This is an optimization exercise on Yosys and OpenROAD, whose aim is small area and a short achievable clock period, not a production implementation.
Where RTL was checked, it was by simulation tests only, not by an equivalence proof against the original.
Function not checked in runs 2 to 5: the RTL went through the layout flow alone.
In every run shown here, the design's own scripts or RTL, not TritonCTS, make the clock network.
The clock input has no modelled driver; a real chip could not lean on it and would need a root buffer or a full tree.
Power and IR drop assume default switching activity.

==> flow/design.v (outline; a module is shown in full before it is edited, if it fits) <==
// module adder_top: 31 lines
// module Adder: 688 lines
// module AdderPgN: 4 lines
// module AdderXor: 3 lines
// module AdderXnor: 3 lines
// module AdderBlackP: 4 lines
// module AdderGreyP: 3 lines
// module AdderBlackN: 4 lines
// module AdderGreyN: 3 lines
// module AdderInv: 3 lines
module adder_top (
    input         clk,
    input  [63:0] a,
    input  [63:0] b,
    input         cin,
    output [63:0] sum,
    output        cout
);
  // ...
==> flow/flow/run.sh <==
#!/bin/bash
# Layout: the standard ORFS flow (standard.sh) with two changes:
#  - the input and output ports are buffered by buf_1 (buffer_ports -buffer_cell);
#  - after clock tree synthesis, flow/clocktree.tcl replaces the clock tree with
#    a two-level one (see its header); timing repair then runs after global
#    routing, on the new tree.
# make's full output goes to flow_make.log; each ORFS step logs to orfs/logs/.
set -euo pipefail
here=$(pwd)
bash standard.sh \
  BUFFER_PORTS_ARGS="-buffer_cell sky130_fd_sc_hd__buf_1" \
  SKIP_CTS_REPAIR_TIMING=1 \
  POST_CTS_TCL="$here/flow/clocktree.tcl" \
  finish > flow_make.log 2>&1
==> flow/flow/clocktree.tcl <==
proc ct_env { name default } {
  if { [info exists ::env($name)] && $::env($name) ne "" } { return $::env($name) }
  return $default
}
set in_roots   [ct_env CT_IN_ROOTS 3]
set in_leaves  [ct_env CT_IN_LEAVES 9]
set in_cell    [ct_env CT_IN_CELL sky130_fd_sc_hd__clkbuf_16]
set in_leaf_cell [ct_env CT_IN_LEAF_CELL sky130_fd_sc_hd__clkbuf_16]
set mid_cell   [ct_env CT_MID_CELL sky130_fd_sc_hd__clkbuf_8]
set out_leaves [ct_env CT_OUT_LEAVES 4]
set out_cell   [ct_env CT_OUT_CELL sky130_fd_sc_hd__clkbuf_16]

# signal (or clock) input and output pins, leaving out the supply pins
proc ct_in { it } {
  set mt [$it getMTerm]
  return [expr { [$mt getSigType] in {SIGNAL CLOCK} && [$mt getIoType] eq "INPUT" }]
}
proc ct_out { it } {
  set mt [$it getMTerm]
  return [expr { [$mt getSigType] in {SIGNAL CLOCK} && [$mt getIoType] eq "OUTPUT" }]
}

set db [ord::get_db]
set block [ord::get_db_block]
set clk_net [[$block findBTerm clk] getNet]

# Walk the clock network: registers' clock pins are sinks; everything else on
# it (CTS buffers and its dummy loads) is removed.
set sinks {}
set old_insts {}
set old_nets {}
set todo [list $clk_net]
while { [llength $todo] } {
  set net [lindex $todo 0]
  set todo [lrange $todo 1 end]
  foreach it [$net getITerms] {
    if { ![ct_in $it] } { continue }
    set inst [$it getInst]
    set m [[$inst getMaster] getName]
    if { [string match "*df*" $m] } {
      lappend sinks $it
      continue
    }
    if { ![string match "*buf*" $m] && ![string match "*inv*" $m] } {
      error "unexpected cell $m ([$inst getName]) on the clock network"
    }
    if { [lsearch -exact $old_insts $inst] >= 0 } { continue }
    lappend old_insts $inst
    foreach ot [$inst getITerms] {
      if { [ct_out $ot] && [$ot getNet] ne "NULL" } {
        if { [string match "*inv*" $m] && [llength [[$ot getNet] getITerms]] > 1 } {
          error "inverter [$inst getName] drives a clock net"
        }
        lappend todo [$ot getNet]
        lappend old_nets [$ot getNet]
      }
    }
  }
}
puts "clocktree: [llength $sinks] register clock pins, removing [llength $old_insts] cells and [llength $old_nets] nets"
foreach it $sinks { $it disconnect }
foreach inst $old_insts { odb::dbInst_destroy $inst }
foreach net $old_nets { odb::dbNet_destroy $net }

proc ct_center { it } {
  set b [[$it getInst] getBBox]
  return [list [expr { ([$b xMin] + [$b xMax]) / 2 }] [expr { ([$b yMin] + [$b yMax]) / 2 }]]
}

# k-means clustering of clock pins by position, into k groups of similar size
proc ct_cluster { iterms k } {
  set pts {}
  foreach it $iterms { lappend pts [ct_center $it] }
  set n [llength $pts]
  # start from points spread along a sort by angle around the centroid
  set cx 0; set cy 0
  foreach p $pts { set cx [expr { $cx + [lindex $p 0] }]; set cy [expr { $cy + [lindex $p 1] }] }
  set cx [expr { double($cx) / $n }]; set cy [expr { double($cy) / $n }]
  set order {}
  set i 0
  foreach p $pts {
    lappend order [list $i [expr { atan2([lindex $p 1] - $cy, [lindex $p 0] - $cx) }]]
    incr i
  }
  set order [lsort -real -index 1 $order]
  set cap [expr { int(ceil(double($n) / $k)) }]
  set assign [lrepeat $n 0]
  set i 0
  foreach o $order {
    lset assign [lindex $o 0] [expr { $i / $cap }]
    incr i
  }
  for { set iter 0 } { $iter < 20 } { incr iter } {
    set sx [lrepeat $k 0.0]; set sy [lrepeat $k 0.0]; set sn [lrepeat $k 0]
    for { set i 0 } { $i < $n } { incr i } {
      set c [lindex $assign $i]
      lset sx $c [expr { [lindex $sx $c] + [lindex $pts $i 0] }]
      lset sy $c [expr { [lindex $sy $c] + [lindex $pts $i 1] }]
      lset sn $c [expr { [lindex $sn $c] + 1 }]
    }
    set cent {}
    for { set c 0 } { $c < $k } { incr c } {
      set m [expr { max(1, [lindex $sn $c]) }]
      lappend cent [list [expr { [lindex $sx $c] / $m }] [expr { [lindex $sy $c] / $m }]]
    }
    # balanced assignment: points in order of their best distance, capped per cluster
    set cand {}
    for { set i 0 } { $i < $n } { incr i } {
      for { set c 0 } { $c < $k } { incr c } {
        set d [expr { abs([lindex $pts $i 0] - [lindex $cent $c 0]) + abs([lindex $pts $i 1] - [lindex $cent $c 1]) }]
        lappend cand [list $i $c $d]
      }
    }
    set cand [lsort -real -index 2 $cand]
    set done [lrepeat $n 0]
    set cnt [lrepeat $k 0]
    foreach e $cand {
      lassign $e i c d
      if { [lindex $done $i] || [lindex $cnt $c] >= $cap } { continue }
      lset assign $i $c
      lset done $i 1
      lset cnt $c [expr { [lindex $cnt $c] + 1 }]
    }
  }
  set groups {}
  for { set c 0 } { $c < $k } { incr c } { lappend groups {} }
  for { set i 0 } { $i < $n } { incr i } {
    set c [lindex $assign $i]
    lset groups $c [concat [lindex $groups $c] [list [lindex $iterms $i]]]
  }
  return $groups
}

set ::ct_count 0
# a buffer of master cell driving a new net, placed at (x, y), input on net in_net
proc ct_buffer { cell in_net x y } {
  set db [ord::get_db]
  set block [ord::get_db_block]
  set master [$db findMaster $cell]
  if { $master eq "NULL" } { error "no cell $cell" }
  set inst [odb::dbInst_create $block $master "clktree_buf_$::ct_count"]
  set ::ct_last_inst $inst
  set net [odb::dbNet_create $block "clktree_net_$::ct_count"]
  incr ::ct_count
  $net setSigType CLOCK
  set w [$master getWidth]
  set h [$master getHeight]
  $inst setLocation [expr { int($x - $w / 2) }] [expr { int($y - $h / 2) }]
  $inst setPlacementStatus PLACED
  foreach it [$inst getITerms] {
    if { [ct_in $it] } { $it connect $in_net }
    if { [ct_out $it] } { $it connect $net }
  }
  return $net
}

proc ct_centroid { iterms } {
  set sx 0; set sy 0
  foreach it $iterms {
    lassign [ct_center $it] x y
    set sx [expr { $sx + $x }]; set sy [expr { $sy + $y }]
  }
  set n [llength $iterms]
  return [list [expr { $sx / $n }] [expr { $sy / $n }]]
}

set in_sinks {}
set out_sinks {}
foreach it $sinks {
  set n [[$it getInst] getName]
  if { [string match "sum_q*" $n] || [string match "cout_q*" $n] } {
    lappend out_sinks $it
  } else {
    lappend in_sinks $it
  }
}

# leaf buffers on clusters of registers; their input pins, clustered again, go
# to the root buffers.  Returns the leaf buffers' input pins.
proc ct_leaves { regs nleaves cell what } {
  set pins {}
  foreach g [ct_cluster $regs $nleaves] {
    lassign [ct_centroid $g] x y
    set net [odb::dbNet_create [ord::get_db_block] "clktree_tmp_$::ct_count"]
    set leafnet [ct_buffer $cell $net $x $y]
    foreach it $g { $it connect $leafnet }
    set inst $::ct_last_inst
    foreach it [$inst getITerms] {
      if { [ct_in $it] } { lappend pins $it }
    }
    puts "clocktree: $cell at ([expr {$x/1000.0}], [expr {$y/1000.0}]) drives [llength $g] $what registers"
  }
  return $pins
}
proc ct_drive { pins cell in_net } {
  lassign [ct_centroid $pins] x y
  set net [ct_buffer $cell $in_net $x $y]
  foreach it $pins {
    set old [$it getNet]
    $it disconnect
    if { $old ne "NULL" && [llength [$old getITerms]] == 0 } { odb::dbNet_destroy $old }
    $it connect $net
  }
  puts "clocktree: $cell at ([expr {$x/1000.0}], [expr {$y/1000.0}]) drives [llength $pins] buffers"
  return $net
}

set in_leaf_pins [ct_leaves $in_sinks $in_leaves $in_leaf_cell operand]
foreach g [ct_cluster $in_leaf_pins $in_roots] {
  ct_drive $g $in_cell $clk_net
}
set out_leaf_pins [ct_leaves $out_sinks $out_leaves $out_cell result]
ct_drive $out_leaf_pins $mid_cell $clk_net

global_connect
detailed_placement
check_placement -verbose
estimate_parasitics -placement
report_clock_skew
report_clock_latency
report_checks -path_delay max -digits 3
report_checks -path_delay max -to [all_outputs] -digits 3
report_worst_slack -max
report_worst_slack -min
==> flow/standard.sh <==
#!/bin/bash
# synth_recipe.tcl (not shown) runs the flow's synth.tcl, then flattens the netlist and writes it again
# the make line also repeats each setting of config.mk as NAME=value (left out here)
make -C /OpenROAD-flow-scripts/flow DESIGN_CONFIG=/design/flow/config.mk WORK_HOME=/design/flow/orfs CLKGATE_MAP_FILE= SYNTH_SCRIPT=/design/flow/synth_recipe.tcl "${@:-finish}"
==> flow/config.mk <==
export PLATFORM = sky130hd
export DESIGN_NAME = adder_top
export DESIGN_NICKNAME = adder_top
export VERILOG_FILES = /design/flow/design.v
export SDC_FILE = /design/flow/constraint.sdc
export NUM_CORES = 4
export LEC_CHECK = 0
export ABC_CLOCK_PERIOD_IN_PS = 1500
export CAP_MARGIN = 20
export CORE_MARGIN = 2
export CORE_UTILIZATION = 40
export PLACE_DENSITY = 0.6
export SETUP_SLACK_MARGIN = 1.5
export SLEW_MARGIN = 20
export SYNTH_HIERARCHICAL = 1
==> flow/constraint.sdc <==
create_clock -name core_clock -period 3.1 [get_ports {clk}]
set_input_delay 0.6200 -clock core_clock [delete_from_list [all_inputs] [get_ports {clk}]]
set_output_delay 0.6200 -clock core_clock [all_outputs]
set_load 0.01 [all_outputs]
==> run summary, run 1 <==
Of the total synthesized cell area, the portion taken by AND, OR, NAND and NOR gates is between 10 and 15%. Setup repair after global routing could not meet its margin everywhere. Derived from the worst setup path, the maximum achievable clock frequency is 561 MHz. The total count of max-transition violations in the final report came out at 0. The relative slew slack came out at 81.0%. The endpoint of the most critical setup path is sum_q[58]. The non-clock inverter total of the final layout is 17. The switching share of total power is 30.9%. The worst-case hold slack came out at around 330 ps.

The number of global-route vias before repair is between 5000 and 6000. The multi-input combinational cell count is 578. The relative contribution of combinational cells to total power is 24.2%. The uppermost layer routed is met4. In the routed layout, each cell is associated on average with a via count of 4.69. Sequential cells placed in the final layout were counted as 194.

The average instance area after synthesis is between 9 and 10 um2. The type of the setup path with the least slack is flip-flop to flip-flop. The DRC violation total after the first TritonRoute iteration is around 110. The count of buffering cells on the critical path with inverters included came out at 0. Among all cell classes, the greatest summed area belongs to multi-input gates. The number of warnings issued by yosys came out at 7. The flow ran to the end and the layout has no timing, DRC or antenna violations. The post-synthesis instance total is 789. The xor/xnor cell area share of the yosys netlist is between 10 and 15%. The number of antenna violations at the first check in global routing came to 0.

In this run the tool buffered the top-level ports with around 190 buffer cells. The power density normalized to cell area came out at roughly 570 nW/um2. In the final layout, the share of cells above drive strength 1 is between 40% and 50%. The share of total power dissipated in sequential elements is a little under half.

The delay of the slowest cell on the worst path came out at around 360 ps. For this run, the leading register cell type out of synthesis is dfxtp_1. The clock sink total is 194. The post-layout minimum cycle time came out at about 1800 ps.

After synthesis, flip-flops and latches occupy between 50% and 60% of the total area. The number of endpoints with negative hold slack in the final report is 0. Relative to the synthesized area, the layout overhead comes to 44.6%. For the combinational group, total power comes out at about 1.5 mW.

The layer carrying the most global-route usage is met2. The worst setup path is launched from a flip-flop. The die covers 20000 um2. The maximum fanout along the worst path is 3.
==> inputs of run 2 (changes only) <==
--- a/flow/design.v
+++ b/flow/design.v
@@ -583,156 +583,159 @@
 AdderGreyN gn271 (.gin(gn0_57), .pin(pn0_57), .gjn(g6_57), .g(g7_58));
 wire g7_60;
 AdderGreyN gn272 (.gin(gn0_59), .pin(pn0_59), .gjn(g6_59), .g(g7_60));
 wire g7_62;
 AdderGreyN gn273 (.gin(gn0_61), .pin(pn0_61), .gjn(g6_61), .g(g7_62));
 wire g7_64;
 AdderGreyN gn274 (.gin(gn0_63), .pin(pn0_63), .gjn(g6_63), .g(g7_64));
 wire [WIDTH-1:0] x;
-AdderXor hx275 (.a(io_a[0]), .b(io_b[0]), .y(x[0]));
+AdderHalf hx275 (.gn(gn0_0), .pn(pn0_0), .x(x[0]));
 AdderXor sx276 (.a(x[0]), .b(io_cin), .y(io_sum[0]));
-AdderXor hx277 (.a(io_a[1]), .b(io_b[1]), .y(x[1]));
+AdderHalf hx277 (.gn(gn0_1), .pn(pn0_1), .x(x[1]));
 AdderXor sx278 (.a(x[1]), .b(g1_1), .y(io_sum[1]));
-AdderXor hx279 (.a(io_a[2]), .b(io_b[2]), .y(x[2]));
+AdderHalf hx279 (.gn(gn0_2), .pn(pn0_2), .x(x[2]));
 AdderXor sx280 (.a(x[2]), .b(g7_2), .y(io_sum[2]));
-AdderXnor hx281 (.a(io_a[3]), .b(io_b[3]), .y(x[3]));
+AdderHalfN hx281 (.gn(gn0_3), .pn(pn0_3), .xn(x[3]));
 AdderXor sx282 (.a(x[3]), .b(g2_3), .y(io_sum[3]));
-AdderXor hx283 (.a(io_a[4]), .b(io_b[4]), .y(x[4]));
+AdderHalf hx283 (.gn(gn0_4), .pn(pn0_4), .x(x[4]));
 AdderXor sx284 (.a(x[4]), .b(g7_4), .y(io_sum[4]));
-AdderXor hx285 (.a(io_a[5]), .b(io_b[5]), .y(x[5]));
+AdderHalf hx285 (.gn(gn0_5), .pn(pn0_5), .x(x[5]));
 AdderXor sx286 (.a(x[5]), .b(g3_5), .y(io_sum[5]));
-AdderXor hx287 (.a(io_a[6]), .b(io_b[6]), .y(x[6]));
+AdderHalf hx287 (.gn(gn0_6), .pn(pn0_6), .x(x[6]));
 AdderXor sx288 (.a(x[6]), .b(g7_6), .y(io_sum[6]));
-AdderXor hx289 (.a(io_a[7]), .b(io_b[7]), .y(x[7]));
+AdderHalf hx289 (.gn(gn0_7), .pn(pn0_7), .x(x[7]));
 AdderXor sx290 (.a(x[7]), .b(g3_7), .y(io_sum[7]));
-AdderXor hx291 (.a(io_a[8]), .b(io_b[8]), .y(x[8]));
+AdderHalf hx291 (.gn(gn0_8), .pn(pn0_8), .x(x[8]));
 AdderXor sx292 (.a(x[8]), .b(g7_8), .y(io_sum[8]));
-AdderXnor hx293 (.a(io_a[9]), .b(io_b[9]), .y(x[9]));
+AdderHalfN hx293 (.gn(gn0_9), .pn(pn0_9), .xn(x[9]));
 AdderXor sx294 (.a(x[9]), .b(g4_9), .y(io_sum[9]));
-AdderXor hx295 (.a(io_a[10]), .b(io_b[10]), .y(x[10]));
+AdderHalf hx295 (.gn(gn0_10), .pn(pn0_10), .x(x[10]));
 AdderXor sx296 (.a(x[10]), .b(g7_10), .y(io_sum[10]));
-AdderXnor hx297 (.a(io_a[11]), .b(io_b[11]), .y(x[11]));
+AdderHalfN hx297 (.gn(gn0_11), .pn(pn0_11), .xn(x[11]));
 AdderXor sx298 (.a(x[11]), .b(g4_11), .y(io_sum[11]));
-AdderXor hx299 (.a(io_a[12]), .b(io_b[12]), .y(x[12]));
+AdderHalf hx299 (.gn(gn0_12), .pn(pn0_12), .x(x[12]));
 AdderXor sx300 (.a(x[12]), .b(g7_12), .y(io_sum[12]));
-AdderXnor hx301 (.a(io_a[13]), .b(io_b[13]), .y(x[13]));
+AdderHalfN hx301 (.gn(gn0_13), .pn(pn0_13), .xn(x[13]));
 AdderXor sx302 (.a(x[13]), .b(g4_13), .y(io_sum[13]));
-AdderXor hx303 (.a(io_a[14]), .b(io_b[14]), .y(x[14]));
+AdderHalf hx303 (.gn(gn0_14), .pn(pn0_14), .x(x[14]));
 AdderXor sx304 (.a(x[14]), .b(g7_14), .y(io_sum[14]));
-AdderXnor hx305 (.a(io_a[15]), .b(io_b[15]), .y(x[15]));
+AdderHalfN hx305 (.gn(gn0_15), .pn(pn0_15), .xn(x[15]));
 AdderXor sx306 (.a(x[15]), .b(g4_15), .y(io_sum[15]));
-AdderXor hx307 (.a(io_a[16]), .b(io_b[16]), .y(x[16]));
+AdderHalf hx307 (.gn(gn0_16), .pn(pn0_16), .x(x[16]));
 AdderXor sx308 (.a(x[16]), .b(g7_16), .y(io_sum[16]));
-AdderXor hx309 (.a(io_a[17]), .b(io_b[17]), .y(x[17]));
+AdderHalf hx309 (.gn(gn0_17), .pn(pn0_17), .x(x[17]));
 AdderXor sx310 (.a(x[17]), .b(g5_17), .y(io_sum[17]));
-AdderXor hx311 (.a(io_a[18]), .b(io_b[18]), .y(x[18]));
+AdderHalf hx311 (.gn(gn0_18), .pn(pn0_18), .x(x[18]));
 AdderXor sx312 (.a(x[18]), .b(g7_18), .y(io_sum[18]));
-AdderXor hx313 (.a(io_a[19]), .b(io_b[19]), .y(x[19]));
+AdderHalf hx313 (.gn(gn0_19), .pn(pn0_19), .x(x[19]));
 AdderXor sx314 (.a(x[19]), .b(g5_19), .y(io_sum[19]));
-AdderXor hx315 (.a(io_a[20]), .b(io_b[20]), .y(x[20]));
+AdderHalf hx315 (.gn(gn0_20), .pn(pn0_20), .x(x[20]));
 AdderXor sx316 (.a(x[20]), .b(g7_20), .y(io_sum[20]));
-AdderXor hx317 (.a(io_a[21]), .b(io_b[21]), .y(x[21]));
+AdderHalf hx317 (.gn(gn0_21), .pn(pn0_21), .x(x[21]));
 AdderXor sx318 (.a(x[21]), .b(g5_21), .y(io_sum[21]));
-AdderXor hx319 (.a(io_a[22]), .b(io_b[22]), .y(x[22]));
+AdderHalf hx319 (.gn(gn0_22), .pn(pn0_22), .x(x[22]));
 AdderXor sx320 (.a(x[22]), .b(g7_22), .y(io_sum[22]));
-AdderXor hx321 (.a(io_a[23]), .b(io_b[23]), .y(x[23]));
+AdderHalf hx321 (.gn(gn0_23), .pn(pn0_23), .x(x[23]));
 AdderXor sx322 (.a(x[23]), .b(g5_23), .y(io_sum[23]));
-AdderXor hx323 (.a(io_a[24]), .b(io_b[24]), .y(x[24]));
+AdderHalf hx323 (.gn(gn0_24), .pn(pn0_24), .x(x[24]));
 AdderXor sx324 (.a(x[24]), .b(g7_24), .y(io_sum[24]));
-AdderXor hx325 (.a(io_a[25]), .b(io_b[25]), .y(x[25]));
+AdderHalf hx325 (.gn(gn0_25), .pn(pn0_25), .x(x[25]));
 AdderXor sx326 (.a(x[25]), .b(g5_25), .y(io_sum[25]));
-AdderXor hx327 (.a(io_a[26]), .b(io_b[26]), .y(x[26]));
+AdderHalf hx327 (.gn(gn0_26), .pn(pn0_26), .x(x[26]));
 AdderXor sx328 (.a(x[26]), .b(g7_26), .y(io_sum[26]));
-AdderXor hx329 (.a(io_a[27]), .b(io_b[27]), .y(x[27]));
+AdderHalf hx329 (.gn(gn0_27), .pn(pn0_27), .x(x[27]));
 AdderXor sx330 (.a(x[27]), .b(g5_27), .y(io_sum[27]));
-AdderXor hx331 (.a(io_a[28]), .b(io_b[28]), .y(x[28]));
+AdderHalf hx331 (.gn(gn0_28), .pn(pn0_28), .x(x[28]));
 AdderXor sx332 (.a(x[28]), .b(g7_28), .y(io_sum[28]));
-AdderXor hx333 (.a(io_a[29]), .b(io_b[29]), .y(x[29]));
+AdderHalf hx333 (.gn(gn0_29), .pn(pn0_29), .x(x[29]));
 AdderXor sx334 (.a(x[29]), .b(g5_29), .y(io_sum[29]));
-AdderXor hx335 (.a(io_a[30]), .b(io_b[30]), .y(x[30]));
+AdderHalf hx335 (.gn(gn0_30), .pn(pn0_30), .x(x[30]));
 AdderXor sx336 (.a(x[30]), .b(g7_30), .y(io_sum[30]));
-AdderXor hx337 (.a(io_a[31]), .b(io_b[31]), .y(x[31]));
+AdderHalf hx337 (.gn(gn0_31), .pn(pn0_31), .x(x[31]));
 AdderXor sx338 (.a(x[31]), .b(g5_31), .y(io_sum[31]));
-AdderXor hx339 (.a(io_a[32]), .b(io_b[32]), .y(x[32]));
+AdderHalf hx339 (.gn(gn0_32), .pn(pn0_32), .x(x[32]));
 AdderXor sx340 (.a(x[32]), .b(g7_32), .y(io_sum[32]));
-AdderXnor hx341 (.a(io_a[33]), .b(io_b[33]), .y(x[33]));
+AdderHalfN hx341 (.gn(gn0_33), .pn(pn0_33), .xn(x[33]));
 AdderXor sx342 (.a(x[33]), .b(g6_33), .y(io_sum[33]));
-AdderXor hx343 (.a(io_a[34]), .b(io_b[34]), .y(x[34]));
+AdderHalf hx343 (.gn(gn0_34), .pn(pn0_34), .x(x[34]));
 AdderXor sx344 (.a(x[34]), .b(g7_34), .y(io_sum[34]));
-AdderXnor hx345 (.a(io_a[35]), .b(io_b[35]), .y(x[35]));
+AdderHalfN hx345 (.gn(gn0_35), .pn(pn0_35), .xn(x[35]));
 AdderXor sx346 (.a(x[35]), .b(g6_35), .y(io_sum[35]));
-AdderXor hx347 (.a(io_a[36]), .b(io_b[36]), .y(x[36]));
+AdderHalf hx347 (.gn(gn0_36), .pn(pn0_36), .x(x[36]));
 AdderXor sx348 (.a(x[36]), .b(g7_36), .y(io_sum[36]));
-AdderXnor hx349 (.a(io_a[37]), .b(io_b[37]), .y(x[37]));
+AdderHalfN hx349 (.gn(gn0_37), .pn(pn0_37), .xn(x[37]));
 AdderXor sx350 (.a(x[37]), .b(g6_37), .y(io_sum[37]));
-AdderXor hx351 (.a(io_a[38]), .b(io_b[38]), .y(x[38]));
+AdderHalf hx351 (.gn(gn0_38), .pn(pn0_38), .x(x[38]));
 AdderXor sx352 (.a(x[38]), .b(g7_38), .y(io_sum[38]));
-AdderXnor hx353 (.a(io_a[39]), .b(io_b[39]), .y(x[39]));
+AdderHalfN hx353 (.gn(gn0_39), .pn(pn0_39), .xn(x[39]));
 AdderXor sx354 (.a(x[39]), .b(g6_39), .y(io_sum[39]));
-AdderXor hx355 (.a(io_a[40]), .b(io_b[40]), .y(x[40]));
+AdderHalf hx355 (.gn(gn0_40), .pn(pn0_40), .x(x[40]));
 AdderXor sx356 (.a(x[40]), .b(g7_40), .y(io_sum[40]));
-AdderXnor hx357 (.a(io_a[41]), .b(io_b[41]), .y(x[41]));
+AdderHalfN hx357 (.gn(gn0_41), .pn(pn0_41), .xn(x[41]));
 AdderXor sx358 (.a(x[41]), .b(g6_41), .y(io_sum[41]));
-AdderXor hx359 (.a(io_a[42]), .b(io_b[42]), .y(x[42]));
+AdderHalf hx359 (.gn(gn0_42), .pn(pn0_42), .x(x[42]));
 AdderXor sx360 (.a(x[42]), .b(g7_42), .y(io_sum[42]));
-AdderXnor hx361 (.a(io_a[43]), .b(io_b[43]), .y(x[43]));
+AdderHalfN hx361 (.gn(gn0_43), .pn(pn0_43), .xn(x[43]));
 AdderXor sx362 (.a(x[43]), .b(g6_43), .y(io_sum[43]));
-AdderXor hx363 (.a(io_a[44]), .b(io_b[44]), .y(x[44]));
+AdderHalf hx363 (.gn(gn0_44), .pn(pn0_44), .x(x[44]));
 AdderXor sx364 (.a(x[44]), .b(g7_44), .y(io_sum[44]));
-AdderXnor hx365 (.a(io_a[45]), .b(io_b[45]), .y(x[45]));
+AdderHalfN hx365 (.gn(gn0_45), .pn(pn0_45), .xn(x[45]));
 AdderXor sx366 (.a(x[45]), .b(g6_45), .y(io_sum[45]));
-AdderXor hx367 (.a(io_a[46]), .b(io_b[46]), .y(x[46]));
+AdderHalf hx367 (.gn(gn0_46), .pn(pn0_46), .x(x[46]));
 AdderXor sx368 (.a(x[46]), .b(g7_46), .y(io_sum[46]));
-AdderXnor hx369 (.a(io_a[47]), .b(io_b[47]), .y(x[47]));
+AdderHalfN hx369 (.gn(gn0_47), .pn(pn0_47), .xn(x[47]));
 AdderXor sx370 (.a(x[47]), .b(g6_47), .y(io_sum[47]));
-AdderXor hx371 (.a(io_a[48]), .b(io_b[48]), .y(x[48]));
+AdderHalf hx371 (.gn(gn0_48), .pn(pn0_48), .x(x[48]));
 AdderXor sx372 (.a(x[48]), .b(g7_48), .y(io_sum[48]));
-AdderXnor hx373 (.a(io_a[49]), .b(io_b[49]), .y(x[49]));
+AdderHalfN hx373 (.gn(gn0_49), .pn(pn0_49), .xn(x[49]));
 AdderXor sx374 (.a(x[49]), .b(g6_49), .y(io_sum[49]));
-AdderXor hx375 (.a(io_a[50]), .b(io_b[50]), .y(x[50]));
+AdderHalf hx375 (.gn(gn0_50), .pn(pn0_50), .x(x[50]));
 AdderXor sx376 (.a(x[50]), .b(g7_50), .y(io_sum[50]));
-AdderXnor hx377 (.a(io_a[51]), .b(io_b[51]), .y(x[51]));
+AdderHalfN hx377 (.gn(gn0_51), .pn(pn0_51), .xn(x[51]));
 AdderXor sx378 (.a(x[51]), .b(g6_51), .y(io_sum[51]));
-AdderXor hx379 (.a(io_a[52]), .b(io_b[52]), .y(x[52]));
+AdderHalf hx379 (.gn(gn0_52), .pn(pn0_52), .x(x[52]));
 AdderXor sx380 (.a(x[52]), .b(g7_52), .y(io_sum[52]));
-AdderXnor hx381 (.a(io_a[53]), .b(io_b[53]), .y(x[53]));
+AdderHalfN hx381 (.gn(gn0_53), .pn(pn0_53), .xn(x[53]));
 AdderXor sx382 (.a(x[53]), .b(g6_53), .y(io_sum[53]));
-AdderXor hx383 (.a(io_a[54]), .b(io_b[54]), .y(x[54]));
+AdderHalf hx383 (.gn(gn0_54), .pn(pn0_54), .x(x[54]));
 AdderXor sx384 (.a(x[54]), .b(g7_54), .y(io_sum[54]));
-AdderXnor hx385 (.a(io_a[55]), .b(io_b[55]), .y(x[55]));
+AdderHalfN hx385 (.gn(gn0_55), .pn(pn0_55), .xn(x[55]));
 AdderXor sx386 (.a(x[55]), .b(g6_55), .y(io_sum[55]));
-AdderXor hx387 (.a(io_a[56]), .b(io_b[56]), .y(x[56]));
+AdderHalf hx387 (.gn(gn0_56), .pn(pn0_56), .x(x[56]));
 AdderXor sx388 (.a(x[56]), .b(g7_56), .y(io_sum[56]));
-AdderXnor hx389 (.a(io_a[57]), .b(io_b[57]), .y(x[57]));
+AdderHalfN hx389 (.gn(gn0_57), .pn(pn0_57), .xn(x[57]));
 AdderXor sx390 (.a(x[57]), .b(g6_57), .y(io_sum[57]));
-AdderXor hx391 (.a(io_a[58]), .b(io_b[58]), .y(x[58]));
+AdderHalf hx391 (.gn(gn0_58), .pn(pn0_58), .x(x[58]));
 AdderXor sx392 (.a(x[58]), .b(g7_58), .y(io_sum[58]));
-AdderXnor hx393 (.a(io_a[59]), .b(io_b[59]), .y(x[59]));
+AdderHalfN hx393 (.gn(gn0_59), .pn(pn0_59), .xn(x[59]));
 AdderXor sx394 (.a(x[59]), .b(g6_59), .y(io_sum[59]));
-AdderXor hx395 (.a(io_a[60]), .b(io_b[60]), .y(x[60]));
+AdderHalf hx395 (.gn(gn0_60), .pn(pn0_60), .x(x[60]));
 AdderXor sx396 (.a(x[60]), .b(g7_60), .y(io_sum[60]));
-AdderXnor hx397 (.a(io_a[61]), .b(io_b[61]), .y(x[61]));
+AdderHalfN hx397 (.gn(gn0_61), .pn(pn0_61), .xn(x[61]));
 AdderXor sx398 (.a(x[61]), .b(g6_61), .y(io_sum[61]));
-AdderXor hx399 (.a(io_a[62]), .b(io_b[62]), .y(x[62]));
+AdderHalf hx399 (.gn(gn0_62), .pn(pn0_62), .x(x[62]));
 AdderXor sx400 (.a(x[62]), .b(g7_62), .y(io_sum[62]));
-AdderXnor hx401 (.a(io_a[63]), .b(io_b[63]), .y(x[63]));
+AdderHalfN hx401 (.gn(gn0_63), .pn(pn0_63), .xn(x[63]));
 AdderXor sx402 (.a(x[63]), .b(g6_63), .y(io_sum[63]));
 assign io_cout = g7_64;
 endmodule
 module AdderPgN (input a, input b, output gn, output pn);
   assign gn = ~(a & b);
   assign pn = ~(a | b);
 endmodule
+module AdderHalf (input gn, input pn, output x);
+  assign x = gn & ~pn;
+endmodule
+module AdderHalfN (input gn, input pn, output xn);
+  assign xn = ~(gn & ~pn);
+endmodule
 module AdderXor (input a, input b, output y);
   assign y = a ^ b;
 endmodule
-module AdderXnor (input a, input b, output y);
-  assign y = ~(a ^ b);
-endmodule
 module AdderBlackP (input gi, input pi, input gj, input pj, output gn, output pn);
   assign gn = ~(gi | (pi & gj));
   assign pn = ~(pi & pj);
 endmodule
 module AdderGreyP (input gi, input pi, input gj, output gn);
   assign gn = ~(gi | (pi & gj));
 endmodule
 module AdderBlackN (input gin, input pin, input gjn, input pjn, output g, output p);
==> run 2 against run 1 <==
  * Total power down 1.7%
  * Clock skew up 0.92 ps
  * Still clean on timing, DRC and antenna
  * Global-route usage down 0.42 points
  * Largest cell class unchanged
==> run summary, run 2 <==
Run status: no timing/DRC/antenna violations (unchanged). The starting density of the core came out at 41.0% (was 40.6%). The average instance area after synthesis is 9.79 um2 (was 9.58 um2). The post-synthesis instance total came to 789 (unchanged). The cell count of the worst hold path is 1 (unchanged). The placed instance count is 1243 (was 1217).

The number of distinct library cell variants in the gate-level netlist after synthesis came out at 10 (was 9). The sequential fraction of design power was 47.0% (was 47.1%). The area of the die is 20400 um2 (was 20000 um2). The routed wire length was 19000 um (was 19100 um).

The number of endpoints with negative hold slack in the final report came out at 0 (unchanged). The wire length per cell was 14.6 um (was 15.1 um). The number of cells on the worst reg-to-reg path came out at 9 (unchanged). The leading cell type in the layout, fill and taps excluded is buf_1 (unchanged). The worst min-delay path endpoint is sum_q[0] (unchanged). The predominant post-synthesis flop cell was dfxtp_1 (unchanged).

The startpoint of the lowest-slack hold path is cin_q (unchanged). The setup slack after placement is 919 ps (was 1050 ps). The number of I/O port buffers is 194 (unchanged). The cell taking the most area after synthesis is dfxtp_1 (unchanged).

The maximum number of pins on one net before global-route repair is 18 (unchanged). The switching share of total power was 30.2% (was 30.9%). The worst reg-to-reg setup slack came out at 1320 ps (about the same). The iteration count of the initial detailed-routing pass is 4 (unchanged). The total negative slack was 0 ps (unchanged).

Leading cell types by count after synthesis: 194 x dfxtp_1, 139 x nor2_1, 118 x nand2_1 (unchanged). The total count of max-transition violations in the final report is 0 (unchanged). The transition time at the pin with the least slew margin came to 375 ps (was 285 ps). The clock sink total came out at 194 (unchanged). The source of the worst register-to-register timing path is a_q[14] (unchanged). The max capacitance violation total is 0 (unchanged). The total half-perimeter wirelength after legalization and detailed placement came out at 14100 um (was 13700 um). The overall die width was 143 um (was 141 um).

The switching power is 1.87 mW (was 1.94 mW). The maximum clock frequency was 561 MHz (about the same). The most instantiated library cell after synthesis is dfxtp_1 (unchanged).

The synthesis-to-layout area growth came to 41.7% (was 44.6%). The final critical-path setup slack came to 1320 ps (about the same). The worst-case hold slack came out at 355 ps (was 335 ps). Registers with the highest flip-flop counts: a_q x64, b_q x64, sum_q x64 (unchanged). The number of synthesized flops with an enable pin is 0 (unchanged).

The fraction of synthesis flops using an asynchronous set or reset pin came out at 0% (unchanged). The leakage power of the design came out at 4.22 nW (was 3.96 nW). The DRC violation total after the first TritonRoute iteration came out at 186 (was 106). Main area contributors after synthesis: dfxtp_1 50%, a21oi_2 8.5%, o21ai_2 8.5% (was dfxtp_1 51%, xor2_1 12%, a21oi_2 8.7%). The type of the setup path with the least slack is flip-flop to flip-flop (unchanged). The area of the placeable core came out at 18800 um2 (was 18600 um2). The global route total overflow came out at 0 (unchanged). The category of the worst setup path capture point is a flip-flop (unchanged). The terminus of the critical flop-to-flop path is sum_q[50] (was sum_q[58]). Most frequent cells in the layout: 194 x buf_1, 170 x dfxtp_1, 86 x nand2_1, 72 x nor2_4 (was 194 x buf_1, 135 x dfxtp_1, 106 x xor2_1, 86 x nand2_1, 70 x nor2_4). The post-route non-filler standard cell count was 1302 (was 1269). The power density normalized to cell area came to 564 nW/um2 (was 575 nW/um2). The type of origin of the critical path was a flip-flop (unchanged). The clock network latency to the later pin of the worst-skew pair is 370 ps (about the same). The number of warnings issued by yosys came out at 7 (unchanged). The final antenna diode count is 0 (unchanged).

The final worst clock skew is 102 ps (about the same). The class of the worst hold path was flip-flop to flip-flop (unchanged). The relative contribution of combinational cells to total power is 23.9% (was 24.2%). The number of ports placed on the die boundary is 195 (unchanged). The post-synthesis sequential element count came to 194 (unchanged). The height of the die is 143 um (was 141 um).

The count of endpoints failing setup in the final report came out at 0 (unchanged). The area share of the leading cell type in the synthesized netlist is 50.3% (was 51.4%). The data arrival time at the worst-slack endpoint is 2030 ps (was 2020 ps). The via total after detailed routing is 5968 (was 5947). The cell area after technology mapping came out at 7720 um2 (was 7560 um2).

The worst voltage drop across the vdd grid came out at 0.440 mV (about the same). The weighted congestion at the end of routability-driven global placement is 0.843 (was 0.849). The post-layout utilization of the core is 58.1% (was 58.7%).

The internal power consumption is 4.31 mW (was 4.34 mW). The fraction of the yosys area taken by sequential cells came to 50.3% (was 51.4%). The relative slew slack was 74.9% (was 81.0%). The final cycle utilization of the critical path came out at 57.5% (about the same). The post-layout minimum cycle time came out at 1780 ps (about the same). Setup repair after global routing missed its margin: yes (unchanged). The overall routing resource usage came out at 16.8% (was 17.3%). The clock transition at the register clock pins on the worst setup and hold paths after CTS came to 80 ps (was 90 ps). The number of rows created at floorplan is 50 (unchanged). The number of remaining DRC errors was 0 (unchanged). The number of global-route vias before repair is 5529 (was 5542). The number of antenna-violating nets in the routed design came out at 0 (unchanged). The number of nets in the synthesized netlist came to 919 (unchanged). The number of nets in the layout came out at 1174 (was 1167). The number of antenna violations at the first check in global routing came out at 0 (unchanged). The maximum fanout along the worst path is 3 (unchanged).

The share of final-layout standard cells stronger than drive strength 1 came out at 43.5% (was 42.2%). The global-route wire length before repair came out at 26900 um (about the same). The routed via count divided by cell count came out at 4.58 (was 4.69). The data required time at the worst endpoint is 3350 ps (was 3340 ps). The clock network power share is 29.1% (was 28.8%).
==> run 2: cell count changes after synthesis <==
cell	before	now
xnor2_1	21	0
xor2_1	107	64
nor2b_4	0	43
nand2b_1	0	21
==> run 2: worst max-delay path by stage <==
stage | start | to | slack (ps)
detailed placement | b_q[12] | sum_q[52] | 920
global placement | b_q[12] | sum_q[52] | 930
finish | a_q[14] | sum_q[50] | 1320
global route | a_q[6] | sum_q[50] | 1230
floorplan | b_q[6] | sum_q[52] | 1410
==> run 2: logic make-up (layout without fill, tap and decap cells) <==
family,after synthesis,count (layout),synth area share [%]
and+or+nand+nor,321,321,21.8
DFF,194,194,50.3
AOI/OAI and AO/OA,193,193,19.8
xor gates and xnor gates,64,64,7.26
buffers and inverters,17,270,0.826
==> run 2: worst max-delay path, stage by stage (launching register included) <==
cell and delay, ps:
dfxtp_2 340, nor2_4 200, o21ai_4 110, a21oi_4 240, o21ai_4 130, a21oi_4 180, o21ai_4 110, a21oi_4 230
o21ai_2 80, xor2_1 140
==> run 2: area by class of cell <==
class	count	area, um2
fill	1656	7880
multi-input combinational	578	5150
timing repair buffer	236	1080
buffer	17	414
tap	260	325
inverter	17	66.3
sequential	194	3910
==> run 2: through the flow <==
step	area, um2	power (mW)
after global placement	9040	4.09
after floorplan	7990	3.72
final	10900	6.18
after global routing	10900	6.48
after detailed placement	9040	4.09
==> run 2: metal layers <==
layer / global-route usage, % / vias up / wire length [um]
li1: - / 3095 / -
met4: 5.26 / 0 / 404
met5: 0 / - / 0
met1: 20.8 / 2710 / 8030
met2: 29.5 / 134 / 9580
met3: 3.35 / 29 / 945
==> run 2: power groups by stage <==
stage | combinational [mW] | sequential [mW] | clock (mW)
floorplan | 0.710 | 3.01 | 0
global placement | 1.15 | 2.94 | 0
detailed placement | 1.15 | 2.94 | 0
global route | 1.59 | 2.93 | 1.95
finish | 1.47 | 2.91 | 1.80
==> run 2: Yosys stat by module (local to each module, per instance), a selection <==
module,copies in the design,cells inside,flip-flops and latches
AdderInv,17,1,0
adder_top,1,194,194
AdderGreyN,43,1,0
AdderXor,64,1,0
AdderPgN,64,2,0
AdderHalf,43,1,0
AdderBlackP,54,2,0
AdderBlackN,75,2,0
AdderGreyP,21,1,0
AdderHalfN,21,1,0
==> inputs of run 3 (changes only) <==
--- a/flow/config.mk
+++ b/flow/config.mk
@@ -11,4 +11,4 @@
 export CORE_UTILIZATION = 40
-export PLACE_DENSITY = 0.6
-export SETUP_SLACK_MARGIN = 1.5
+export PLACE_DENSITY = 0.85
+export SETUP_SLACK_MARGIN = 1.4
 export SLEW_MARGIN = 20
==> run 3 against run 2 <==
  * Combinational power hardly changed
  * Utilization decreased by 1.2 points
  * Global-route usage up 0.96 points
  * Flip-flop and latch count stayed put
  * Register-to-register slack got worse by 20 ps
==> run summary, run 3 <==
The number of remaining DRC errors was 0 (unchanged). The delay of the slowest cell on the worst path was 330 ps (was 340 ps). The number of ports placed on the die boundary is 195 (unchanged). The area of the die is 20400 um2 (unchanged). The number of global-route vias before repair is 5760 (was 5529). The number of synthesized flops with an enable pin came out at 0 (unchanged). The clock transition at the register clock pins on the worst setup and hold paths after CTS is 80 ps (about the same). The leakage power of the design came to 4.15 nW (was 4.22 nW).

The critical path's top delay family is compound AO/OA/AOI/OAI gates (unchanged). The critical-path cell with the highest stage delay is dfxtp_2 (unchanged). The combinational family with the most area after synthesis is simple AND/OR/NAND/NOR gates (unchanged). The category of the worst setup path capture point is a flip-flop (unchanged). The final cycle utilization of the critical path came out at 58.3% (was 57.5%). The global-route wire length before repair was 28000 um (was 26900 um). The worst voltage drop across the vdd grid is 0.539 mV (was 0.440 mV).

The via total after detailed routing is 6150 (was 5968). The relative slew slack came out at 75.0% (was 74.9%). The worst reg-to-reg setup slack came out at 1290 ps (was 1320 ps). The most instantiated library cell after synthesis is dfxtp_1 (unchanged). The total negative slack is 0 ps (unchanged).

The overall die width came out at 143 um (unchanged). The number of I/O port buffers came to 194 (unchanged). The share of final-layout standard cells stronger than drive strength 1 is 43.6% (was 43.5%). Registers with the highest flip-flop counts: a_q x64, b_q x64, sum_q x64 (unchanged). The maximum number of pins on one net before global-route repair came to 18 (unchanged). Setup repair after global routing missed its margin: yes (unchanged).

Main area contributors after synthesis: dfxtp_1 50%, a21oi_2 8.5%, o21ai_2 8.5% (unchanged). The count of endpoints failing setup in the final report is 0 (unchanged). The class of the worst hold path is flip-flop to flip-flop (unchanged).

The number of rows created at floorplan came to 50 (unchanged). The transition time at the pin with the least slew margin is 373 ps (was 375 ps). Crit path cell chain: nor2_4, o21ai_4, a21oi_2, o21ai_2, a21oi_2, o21ai_4, a21oi_4, o21ai_2, xor2_1 (was nor2_4, o21ai_4, a21oi_4, o21ai_4, a21oi_4, o21ai_4, a21oi_4, o21ai_2, xor2_1). The number of inserted filler cells in the final layout is 1537 (was 1656). The number of warnings issued by yosys came to 7 (unchanged). The number of antenna violations at the first check in global routing came out at 0 (unchanged). The start point of the critical path was a_q[12] (was a_q[14]). The global route total overflow is 0 (unchanged). The number of cells on the worst reg-to-reg path is 9 (unchanged). The number of endpoints with negative hold slack in the final report came out at 0 (unchanged).

The number of nets in the layout is 1170 (was 1174). The clock network latency to the later pin of the worst-skew pair came out at 360 ps (was 370 ps). The iteration count of the initial detailed-routing pass came out at 4 (unchanged). The predominant post-synthesis flop cell is dfxtp_1 (unchanged). The fraction of the mapped netlist area in compound gates is 19.8% (unchanged). The total half-perimeter wirelength after legalization and detailed placement came out at 14700 um (was 14100 um). The fraction of the yosys area taken by sequential cells came out at 50.3% (unchanged). The routed wire length is 20300 um (was 19000 um). The routed via count divided by cell count was 4.74 (was 4.58).

The maximum fanout along the worst path came out at 3 (unchanged). Run status: no timing/DRC/antenna violations (unchanged). The data arrival time at the worst-slack endpoint is 2060 ps (was 2030 ps). The max capacitance violation total was 0 (unchanged). The number of antenna-violating nets in the routed design is 0 (unchanged). The post-synthesis sequential element count is 194 (unchanged). The cell taking the most area after synthesis is dfxtp_1 (unchanged). The data required time at the worst endpoint came out at 3350 ps (about the same). The fraction of synthesis flops using an asynchronous set or reset pin came out at 0% (unchanged). Most frequent cells in the layout: 194 x buf_1, 163 x dfxtp_1, 84 x nand2_1, 76 x nor2_4, 75 x o21ai_2 (was 194 x buf_1, 170 x dfxtp_1, 86 x nand2_1, 72 x nor2_4). The post-synthesis instance total was 789 (unchanged). The type of origin of the critical path is a flip-flop (unchanged). The multiplexer share of the synthesized area was 0% (unchanged).

The area share of the leading cell type in the synthesized netlist was 50.3% (unchanged). The cell area after technology mapping came out at 7720 um2 (unchanged). The type of the setup path with the least slack is flip-flop to flip-flop (unchanged).

Leading cell types by count after synthesis: 194 x dfxtp_1, 139 x nor2_1, 118 x nand2_1 (unchanged). The final antenna diode count is 0 (unchanged). The height of the die came out at 143 um (unchanged). The xor/xnor cell area share of the yosys netlist is 7.26% (unchanged). The total count of max-transition violations in the final report came out at 0 (unchanged). The starting density of the core came out at 41.0% (unchanged). The count of buffering cells on the critical path with inverters included is 0 (unchanged).

The terminus of the critical flop-to-flop path is sum_q[56] (was sum_q[50]). The area of the placeable core is 18800 um2 (unchanged). The DRC violation total after the first TritonRoute iteration came out at 211 (was 186). The final worst clock skew is 94.0 ps (was 102 ps).

The source of the worst register-to-register timing path is a_q[12] (was a_q[14]). The overall routing resource usage is 17.8% (was 16.8%). The average instance area after synthesis came out at 9.79 um2 (unchanged). The maximum clock frequency was 554 MHz (was 561 MHz). The power density normalized to cell area is 573 nW/um2 (was 564 nW/um2). The number of nets in the synthesized netlist came out at 919 (unchanged). The arithmetic-cell share of the synthesized area counting full adders, half adders and majority gates came out at 0% (unchanged). The weighted congestion at the end of routability-driven global placement came out at 0.861 (was 0.843). The total design power came out at 6.14 mW (was 6.18 mW).

The post-layout minimum cycle time is 1810 ps (was 1780 ps). The worst min-delay path endpoint is sum_q[0] (unchanged). The startpoint of the lowest-slack hold path is cin_q (unchanged). The leading cell type in the layout, fill and taps excluded is buf_1 (unchanged). The number of distinct library cell variants in the gate-level netlist after synthesis is 10 (unchanged). The post-synthesis simple-gate area fraction is 21.8% (unchanged).

The synthesis-to-layout area growth came out at 38.7% (was 41.7%). The cell count of the worst hold path came out at 1 (unchanged). The clock sink total came out at 194 (unchanged). The wire length per cell is 15.6 um (was 14.6 um).
run 3: cell counts after synthesis:
Identical to the previous run, type by type.
run 3: metal layers:
| metal | GRT usage, % | wire length, um | vias up |
|---|---|---|---|
| met5 | 0 | 0 | - |
| met4 | 5.16 | 587 | 0 |
| met3 | 3.89 | 1100 | 44 |
| met2 | 32.5 | 10400 | 185 |
| met1 | 20.8 | 8170 | 2836 |
| li1 | - | - | 3085 |
run 3: stage by stage:
stage	hold WS [ps]	utilization [%]	setup WS, ps	area (um2)	instances
final	349	56.9	1290	10700	1298
after global routing	355	56.9	1210	10700	1298
after detailed placement	452	47.3	849	8910	1243
after global placement	449	47.3	877	8910	1243
after floorplan	431	-	1370	7860	789
run 3: cell type report:
type	count	area [um2]	area share, %
tap	260	325	3.04
buffer	17	414	3.87
timing repair buffer	232	1020	9.53
inverter	17	66.3	0.619
multi-input combinational	578	4960	46.3
sequential	194	3920	36.6
run 3: logic make-up after synthesis:
family | count (synthesis)
and+or+nand+nor | 321
buffers and inverters | 17
AOI/OAI and AO/OA | 193
xor gates and xnor gates | 64
DFF | 194
run 3: Yosys stat by module (local to each module, per instance), a selection:
module | times used | cells
AdderXor | 64 | 1
AdderInv | 17 | 1
AdderGreyP | 21 | 1
AdderBlackP | 54 | 2
AdderHalfN | 21 | 1
AdderHalf | 43 | 1
AdderBlackN | 75 | 2
AdderGreyN | 43 | 1
AdderPgN | 64 | 2
adder_top | 1 | 194
run 3: how the worst max path moves through the flow:
stage | endpoint | cells after the start
final | sum_q[56] | 9
after global routing | sum_q[61] | 9
after detailed placement | sum_q[50] | 9
after global placement | sum_q[50] | 9
after floorplan | sum_q[62] | 9
run 3: power by group:
group | switching [mW] | internal (mW) | leakage, nW
combinational | 0.873 | 0.568 | 2.31
sequential | 0.134 | 2.77 | 1.64
clock | 0.846 | 0.946 | 0.204
total | 1.85 | 4.28 | 4.15
==> inputs of run 4 (changes only) <==
--- a/flow/config.mk
+++ b/flow/config.mk
@@ -10,4 +10,4 @@
 export CORE_MARGIN = 2
-export CORE_UTILIZATION = 40
-export PLACE_DENSITY = 0.85
+export CORE_UTILIZATION = 55
+export PLACE_DENSITY = 0.8
 export SETUP_SLACK_MARGIN = 1.4
==> run 4 against run 3 <==
  * Clock skew grew 8.9 ps
  * Area after synthesis is the same
  * Register-to-register slack lost 70 ps
  * Critical path type unchanged
  * Largest cell class unchanged
  * Largest power group unchanged
  * Highest routed layer unchanged
==> run summary, run 4 <==
The area share of the leading cell type in the synthesized netlist was 50.3% (unchanged). The endpoint of the most critical setup path is sum_q[20] (was sum_q[56]). The average instance area after synthesis came to 9.79 um2 (unchanged). The cell taking the most area after synthesis is dfxtp_1 (unchanged). The fraction of the yosys area taken by sequential cells is 50.3% (unchanged). Setup repair after global routing missed its margin: yes (unchanged).

The data arrival time at the worst-slack endpoint is 2160 ps (was 2060 ps). The area of the die is 15000 um2 (was 20400 um2). The type of the setup path with the least slack is flip-flop to flip-flop (unchanged). The cell area after layout is 10700 um2 (about the same). Registers with the highest flip-flop counts: a_q x64, b_q x64, sum_q x64 (unchanged). The number of cells on the worst reg-to-reg path is 9 (unchanged). The type of origin of the critical path was a flip-flop (unchanged). The cell area after technology mapping is 7720 um2 (unchanged). The total length of routed met3 wires was 1180 um (was 1100 um). The number of endpoints with negative hold slack in the final report is 0 (unchanged).

The weighted congestion at the end of routability-driven global placement came to 0.886 (was 0.861). The number of global-route vias before repair is 5810 (was 5760). Run status: no timing/DRC/antenna violations (unchanged).

The number of rows created at floorplan came out at 43 (was 50). Main area contributors after synthesis: dfxtp_1 50%, a21oi_2 8.5%, o21ai_2 8.5% (unchanged). The post-detailed-placement cell area is 8810 um2 (was 8910 um2).

The uppermost layer routed is met4 (unchanged). The number of remaining DRC errors came to 0 (unchanged). The overall die width came out at 123 um (was 143 um).

The via total after detailed routing came to 6330 (was 6150). The source of the worst register-to-register timing path is a_q[18] (was a_q[12]). The total half-perimeter wirelength after legalization and detailed placement is 13100 um (was 14700 um).

The iteration count of the initial detailed-routing pass is 5 (was 4). Most frequent cells in the layout: 194 x buf_1, 166 x dfxtp_1, 86 x nand2_1, 74 x nor2_4, 67 x o21ai_2 (was 194 x buf_1, 163 x dfxtp_1, 84 x nand2_1, 76 x nor2_4, 75 x o21ai_2). The clock sink total came out at 194 (unchanged). The final worst clock skew was 103 ps (was 94.0 ps). The start point of the critical path was a_q[18] (was a_q[12]). The height of the die is 123 um (was 143 um). The post-synthesis sequential element count is 194 (unchanged).

The maximum number of pins on one net before global-route repair came to 18 (unchanged). The most instantiated library cell after synthesis is dfxtp_1 (unchanged). The total count of max-transition violations in the final report came out at 0 (unchanged). The worst voltage drop across the vdd grid is 0.671 mV (was 0.539 mV). The number of antenna violations at the first check in global routing is 0 (unchanged).

The area of the placeable core came out at 13800 um2 (was 18800 um2). The leakage power of the design is 4.16 nW (was 4.15 nW). The relative slew slack is 73.5% (was 75.0%). The total negative slack is 0 ps (unchanged). The transition time at the pin with the least slew margin is 396 ps (was 373 ps).

The overall routing resource usage came out at 22.6% (was 17.8%). The multi-input gate area in the final layout came out at 5000 um2 (was 4960 um2). The predominant post-synthesis flop cell is dfxtp_1 (unchanged). The number of nets in the layout is 1173 (was 1170). The fraction of synthesis flops using an asynchronous set or reset pin is 0% (unchanged).

The register area came out at 3920 um2 (about the same). The post-layout utilization of the core is 77.5% (was 56.9%). The routed wire length came out at 20500 um (was 20300 um).

The synthesis-to-layout area growth came out at 38.2% (was 38.7%). The power density normalized to cell area is 578 nW/um2 (was 573 nW/um2). The global-route wire length before repair is 26400 um (was 28000 um).

The post-layout minimum cycle time was 1880 ps (was 1810 ps). The placed instance count was 1163 (was 1243). The terminus of the critical flop-to-flop path is sum_q[20] (was sum_q[56]). The post-route non-filler standard cell count came to 1221 (was 1298). The number of nets in the synthesized netlist was 919 (unchanged).

The final antenna diode count is 0 (unchanged). The wire length per cell came out at 16.8 um (was 15.6 um). The starting density of the core came to 56.1% (was 41.0%).

The data required time at the worst endpoint came out at 3380 ps (was 3350 ps). The leading cell type in the layout, fill and taps excluded was buf_1 (unchanged). The category of the worst setup path capture point was a flip-flop (unchanged). The met1 layer wirelength in the final routing came out at 7660 um (was 8170 um). The maximum fanout along the worst path was 3 (unchanged). The maximum clock frequency is 533 MHz (was 554 MHz). The number of antenna-violating nets in the routed design came out at 0 (unchanged). The global route total overflow is 0 (unchanged). Leading cell types by count after synthesis: 194 x dfxtp_1, 139 x nor2_1, 118 x nand2_1 (unchanged).

The wire length on met2 is 10800 um (was 10400 um). The class of the worst hold path is flip-flop to flip-flop (unchanged). The DRC violation total after the first TritonRoute iteration is 222 (was 211). The clock transition at the register clock pins on the worst setup and hold paths after CTS is 80 ps (about the same). The worst reg-to-reg setup slack came out at 1220 ps (was 1290 ps). The max capacitance violation total is 0 (unchanged).

The count of endpoints failing setup in the final report came out at 0 (unchanged). The number of ports placed on the die boundary came out at 195 (unchanged). The share of final-layout standard cells stronger than drive strength 1 came out at 43.0% (was 43.6%). The number of warnings issued by yosys was 7 (unchanged).

The post-synthesis instance total is 789 (unchanged). The number of synthesized flops with an enable pin was 0 (unchanged). The routed via count divided by cell count is 5.18 (was 4.74). The number of I/O port buffers is 194 (unchanged). The number of inserted filler cells in the final layout was 859 (was 1537). The worst-case hold slack is 363 ps (was 349 ps). The clock network latency to the later pin of the worst-skew pair was 370 ps (was 360 ps). The number of distinct library cell variants in the gate-level netlist after synthesis came out at 10 (unchanged). The cell count of the worst hold path is 1 (unchanged). The final cycle utilization of the critical path came out at 60.5% (was 58.3%).
-- run 4: per-module statistics from Yosys, one instance, submodules excluded, a selection --
| module | flops+latches | cells inside | cell area (um2) | times used |
|---|---|---|---|---|
| AdderXor | 0 | 1 | 8.76 | 64 |
| AdderPgN | 0 | 2 | 7.51 | 64 |
| AdderBlackN | 0 | 2 | 12.5 | 75 |
| adder_top | 194 | 194 | 3880 | 1 |
| AdderGreyP | 0 | 1 | 8.76 | 21 |
| AdderGreyN | 0 | 1 | 5.00 | 43 |
| AdderHalf | 0 | 1 | 13.8 | 43 |
| AdderBlackP | 0 | 2 | 12.5 | 54 |
| AdderHalfN | 0 | 1 | 6.26 | 21 |
| AdderInv | 0 | 1 | 3.75 | 17 |
-- run 4: worst min path at each step --
stage                     slack, ps  endpoint  startpoint
after global placement          440  sum_q[0]       cin_q
after detailed placement        460  sum_q[0]       cin_q
after global routing            390  sum_q[0]       cin_q
final                           360  sum_q[0]       cin_q
after floorplan                 430  sum_q[0]       cin_q
-- run 4: cell type report --
cell class              count  area share, %
plain buffers              17           3.88
inverters                  17          0.598
multi-input cells         578           46.8
repair buffers            235           9.88
well taps                 180           2.11
flip-flops and latches    194           36.7
-- run 4: routing by layer --
metal	up-vias	track usage, %
li1	3100	-
met1	2951	25.7
met2	218	41.5
met3	61	4.28
met4	0	8.91
met5	-	0
-- run 4: where the power goes --
| group | switching (mW) | total (mW) | internal, mW |
|---|---|---|---|
| logic | 0.883 | 1.46 | 0.579 |
| registers | 0.140 | 2.91 | 2.77 |
| clock network | 0.850 | 1.80 | 0.946 |
-- run 4: kinds of logic after synthesis --
kind of cell,after synthesis,share of synthesized area [%]
compound gates,193,19.8
xor+xnor,64,7.26
buf+inv,17,0.826
flops,194,50.3
simple gates,321,21.8
-- run 4: critical path, stage by stage (launching register included) --
cell and delay, ps:
dfxtp_1 390, nor2_4 80, nor2_4 220, nand2_2 150
nor2_4 140, nand2_1 140, o21ai_4 290, inv_1 100
o21ai_1 180, xor2_1 190
-- run 4: through the flow --
stage | worst slack [ps] | total power, mW
finish | 1220 | 6.17
global route | 1170 | 6.42
detailed placement | 931 | 4.05
global placement | 958 | 4.03
floorplan | 1370 | 3.70
==> inputs of run 5 (changes only) <==
--- a/flow/flow/run.sh
+++ b/flow/flow/run.sh
@@ -1,3 +1,5 @@
 #!/bin/bash
-# Layout: the standard ORFS flow (standard.sh) with two changes:
+# Layout: the standard ORFS flow (standard.sh) with three changes:
+#  - flow/pins.tcl places the ports as a bit-sliced datapath (operands on the
+#    bottom edge, results on the top edge, both in bit order);
 #  - the input and output ports are buffered by buf_1 (buffer_ports -buffer_cell);
@@ -11,2 +13,3 @@
   BUFFER_PORTS_ARGS="-buffer_cell sky130_fd_sc_hd__buf_1" \
+  PRE_IO_PLACEMENT_TCL="$here/flow/pins.tcl" \
   SKIP_CTS_REPAIR_TIMING=1 \
==> flow/flow/pins.tcl (new file) <==
# PRE_IO_PLACEMENT hook: lay the ports out as a bit-sliced datapath.  The die
# width is cut into 66 equal slots; slot 0 holds cin, slot i+1 holds a[i] and
# b[i] on the bottom edge and sum[i] on the top edge, slot 65 holds cout on
# the top edge.  The clock goes on the left edge.  place_pins then picks the
# exact legal positions inside each slot.
set die [[ord::get_db_block] getDieArea]
set x0 [expr { [$die xMin] / 1000.0 + 3.0 }]
set x1 [expr { [$die xMax] / 1000.0 - 3.0 }]
set step [expr { ($x1 - $x0) / 66.0 }]
proc pins_slot { x0 step k } {
  set a [expr { $x0 + $k * $step }]
  return [format "%.3f-%.3f" $a [expr { $a + $step }]]
}
set_io_pin_constraint -pin_names {cin} -region bottom:[pins_slot $x0 $step 0]
for { set i 0 } { $i < 64 } { incr i } {
  set r [pins_slot $x0 $step [expr { $i + 1 }]]
  set_io_pin_constraint -pin_names [list "a\[$i\]" "b\[$i\]"] -region bottom:$r
  set_io_pin_constraint -pin_names [list "sum\[$i\]"] -region top:$r
}
set_io_pin_constraint -pin_names {cout} -region top:[pins_slot $x0 $step 65]
set_io_pin_constraint -pin_names {clk} -region left:*
--- a/flow/config.mk
+++ b/flow/config.mk
@@ -10,4 +10,4 @@
 export CORE_MARGIN = 2
-export CORE_UTILIZATION = 55
-export PLACE_DENSITY = 0.8
+export CORE_UTILIZATION = 40
+export PLACE_DENSITY = 0.6
 export SETUP_SLACK_MARGIN = 1.4
==> run 5 against run 4 <==
  * Utilization is 18 points lower
  * Synthesized cell count stayed put
  * Via count is 0.49% lower
  * Die area is 36% higher
  * Routed wire length is 31% higher
==> run summary, run 5 <==
The number of cells on the worst reg-to-reg path came out at 9 (unchanged). The number of endpoints with negative hold slack in the final report was 0 (unchanged). The worst voltage drop across the vdd grid was 0.473 mV (was 0.671 mV). The number of ports placed on the die boundary came out at 195 (unchanged). The post-synthesis instance total is 789 (unchanged). The cell taking the most area after synthesis is dfxtp_1 (unchanged). The number of rows created at floorplan is 50 (was 43). The cell area after layout came out at 11300 um2 (was 10700 um2). The starting density of the core is 41.0% (was 56.1%). The terminus of the critical flop-to-flop path is sum_q[28] (was sum_q[20]). The switching share of total power came out at 31.3% (was 30.4%). The count of endpoints failing setup in the final report came out at 0 (unchanged).

The worst min-delay path endpoint is b_q[38] (was sum_q[0]). The clock network power share came out at 27.4% (was 29.1%). The iteration count of the initial detailed-routing pass is 4 (was 5).

The sequential fraction of design power is 46.2% (was 47.2%). The global route total overflow came out at 0 (unchanged). The number of antenna-violating nets in the routed design is 0 (unchanged). The total count of max-transition violations in the final report came out at 0 (unchanged). The leakage power of the design came out at 4.30 nW (was 4.16 nW). The overall die width is 143 um (was 123 um).

The max capacitance violation total is 0 (unchanged). The power density normalized to cell area is 560 nW/um2 (was 578 nW/um2). The clock sink total is 194 (unchanged). The fraction of synthesis flops using an asynchronous set or reset pin came out at 0% (unchanged). The area share of the leading cell type in the synthesized netlist came out at 50.3% (unchanged).

The relative slew slack was 73.3% (was 73.5%). The global-route wire length before repair is 36000 um (was 26400 um). The post-route non-filler standard cell count came to 1299 (was 1221).

Run status: no timing/DRC/antenna violations (unchanged). The routed wire length is 26800 um (was 20500 um). The final cycle utilization of the critical path is 61.7% (was 60.5%). The number of antenna violations at the first check in global routing is 0 (unchanged). Leading cell types by count after synthesis: 194 x dfxtp_1, 139 x nor2_1, 118 x nand2_1 (unchanged).

The DRC violation total after the first TritonRoute iteration came out at 154 (was 222). The source of the worst register-to-register timing path was b_q[17] (was a_q[18]). The number of global-route vias before repair is 6526 (was 5810). The weighted congestion at the end of routability-driven global placement is 0.942 (was 0.886).

The number of I/O port buffers came out at 194 (unchanged). The synthesis-to-layout area growth is 46.1% (was 38.2%). The number of nets in the synthesized netlist is 919 (unchanged). The wire length per cell came out at 20.7 um (was 16.8 um). The number of remaining DRC errors was 0 (unchanged).

The fraction of the yosys area taken by sequential cells came to 50.3% (unchanged). The clock network latency to the later pin of the worst-skew pair came out at 330 ps (was 370 ps). The maximum number of pins on one net before global-route repair is 18 (unchanged).

The layer carrying the most global-route usage is met2 (unchanged). The category of the worst setup path capture point is a flip-flop (unchanged). The area of the die came to 20400 um2 (was 15000 um2). The average instance area after synthesis came out at 9.79 um2 (unchanged). The transition time at the pin with the least slew margin came out at 399 ps (was 396 ps). The total negative slack came out at 0 ps (unchanged).

The post-detailed-placement cell area was 8910 um2 (was 8810 um2). The type of origin of the critical path is a flip-flop (unchanged). The internal power consumption is 4.34 mW (was 4.30 mW).

The predominant post-synthesis flop cell is dfxtp_1 (unchanged). Setup repair after global routing missed its margin: yes (unchanged). The via total after detailed routing came to 6299 (was 6330). The post-layout minimum cycle time was 1910 ps (was 1880 ps). The data arrival time at the worst-slack endpoint is 2150 ps (was 2160 ps). The switching power is 1.98 mW (was 1.87 mW). The height of the die came out at 143 um (was 123 um).

The maximum fanout along the worst path is 3 (unchanged). The class of the worst hold path is primary input to flip-flop (was flip-flop to flip-flop). The global routing usage on met2 came out at 58.2% (was 41.5%). The startpoint of the lowest-slack hold path was b[38] (was cin_q).

The data required time at the worst endpoint came to 3330 ps (was 3380 ps). Registers with the highest flip-flop counts: a_q x64, b_q x64, sum_q x64 (unchanged). The cell count of the worst hold path is 1 (unchanged). The post-synthesis sequential element count is 194 (unchanged). The number of warnings issued by yosys came out at 7 (unchanged). The number of synthesized flops with an enable pin came out at 0 (unchanged).

The placed instance count came to 1243 (was 1163). The worst reg-to-reg setup slack is 1190 ps (was 1220 ps). The relative contribution of combinational cells to total power was 26.4% (was 23.7%).

The type of the setup path with the least slack is flip-flop to flip-flop (unchanged). The final worst clock skew is 66.2 ps (was 103 ps). The number of distinct library cell variants in the gate-level netlist after synthesis is 10 (unchanged). The routing usage on met3 came to 3.89% (was 4.28%).

The clock transition at the register clock pins on the worst setup and hold paths after CTS is 60 ps (was 80 ps). Main area contributors after synthesis: dfxtp_1 50%, a21oi_2 8.5%, o21ai_2 8.5% (unchanged). The maximum clock frequency came out at 523 MHz (was 533 MHz). The total half-perimeter wirelength after legalization and detailed placement is 21900 um (was 13100 um). The area of the placeable core is 18800 um2 (was 13800 um2).

The share of final-layout standard cells stronger than drive strength 1 was 49.9% (was 43.0%). The most instantiated library cell after synthesis is dfxtp_1 (unchanged). The global-route track usage on met1 came out at 18.2% (was 25.7%). The leading cell type in the layout, fill and taps excluded is buf_1 (unchanged). The final antenna diode count came to 0 (unchanged). The number of nets in the layout is 1171 (was 1173). Most frequent cells in the layout: 194 x buf_1, 145 x dfxtp_1, 81 x nor2_4, 76 x nand2_1, 71 x o21ai_2 (was 194 x buf_1, 166 x dfxtp_1, 86 x nand2_1, 74 x nor2_4, 67 x o21ai_2). The cell area after technology mapping is 7720 um2 (unchanged). The overall routing resource usage is 25.2% (was 22.6%). The routed via count divided by cell count was 4.85 (was 5.18).
## run 5: cell counts after synthesis
Identical to the previous run, type by type.
## run 5: area by class of cell
class | count | area, um2
timing repair buffer | 233 | 1040
sequential | 194 | 3950
multi-input combinational | 578 | 5490
fill | 1625 | 7540
inverter | 17 | 66.3
buffer | 17 | 414
tap | 260 | 325
## run 5: stage by stage
stage	utilization [%]	power, mW	hold slack (ps)	setup slack, ps
floorplan	-	3.70	431	1370
global placement	47.3	4.22	485	785
detailed placement	47.3	4.21	489	795
global route	59.9	6.60	424	1160
finish	59.9	6.32	424	1190
## run 5: per-module statistics from Yosys (local to each module, per instance), a selection
module	cells inside	area, um2
adder_top	194	3880
AdderHalf	1	13.8
AdderBlackN	2	12.5
AdderBlackP	2	12.5
AdderGreyP	1	8.76
AdderXor	1	8.76
AdderPgN	2	7.51
AdderHalfN	1	6.26
AdderGreyN	1	5.00
AdderInv	1	3.75
## run 5: cells by family (layout without fill, tap and decap cells)
kind of cell              Yosys count  count (layout)  share of synthesized area [%]
AOI/OAI and AO/OA                 193             193                           19.8
xor gates and xnor gates           64              64                           7.26
buffers and inverters              17             267                          0.826
DFF                               194             194                           50.3
and+or+nand+nor                   321             321                           21.8
## run 5: per-layer routing
layer  wire (um)  up-vias
met5           0        -
met4        1580        0
met3         770       74
met2       17200      122
met1        7320     3044
li1            -     3059
## run 5: power by group through the flow
stage               clock network [mW]  registers (mW)  logic, mW
global route                      1.88            2.95       1.77
floorplan                            0            3.01      0.694
finish                            1.73            2.92       1.67
global placement                     0            2.95       1.27
detailed placement                   0            2.95       1.26
## run 5: critical path, stage by stage (launching register included)
cell	delay [ps]
dfxtp_2	350
nor2_4	60
nor2_4	240
nand2_4	130
nor2_4	150
nand2_1	160
o21ai_4	260
inv_1	120
o21ai_2	160
xor2_2	220
## run 5: worst max-delay path by stage
stage	slack [ps]	startpoint	to
6_report	1190	b_q[17]	sum_q[28]
5_1_grt	1160	a_q[5]	sum_q[24]
3_5_place_dp	800	cin_q	sum_q[62]
3_3_place_gp	790	b_q[2]	sum_q[32]
2_1_floorplan	1370	a_q[0]	sum_q[62]

static timing again, ports no longer ideal:
No port has a modelled driver above. Below, the same layouts with a new extraction and two added sets of constraints. Step 1 (the two cells are an assumption about what drives the block):
set clk [get_ports {clk}]
set_driving_cell -lib_cell sky130_fd_sc_hd__clkbuf_16 $clk
set_driving_cell -lib_cell sky130_fd_sc_hd__buf_2 [delete_from_list [all_inputs] $clk]
Step 2 moves the port delays by t, midway between the first and last clock arrival at a register: inputs arrive t later, outputs are due t later. That takes back most of the time a late clock gives input paths. Three values: no drivers, after step 1, after step 2; two values: the first two.
run	shift t [ns]	slack for setup (ns)	worst setup path at the end	slew at the worst register clock pin (ns)	worst slew at a driven data input, ns
run 1	0.408	1.317 / 1.318 / 1.318	register to register	0.09 / 0.09	0.05
run 2	0.397	1.317 / 1.317 / 1.317	register to register	0.08 / 0.08	0.05
run 3	0.404	1.293 / 1.294 / 1.294	register to register	0.08 / 0.08	0.06
run 4	0.402	1.225 / 1.225 / 1.225	register to register	0.09 / 0.09	0.06
run 5	0.388	1.187 / 1.188 / 1.188	register to register	0.08 / 0.08	0.04
After both steps setup and hold are still met in every run listed.
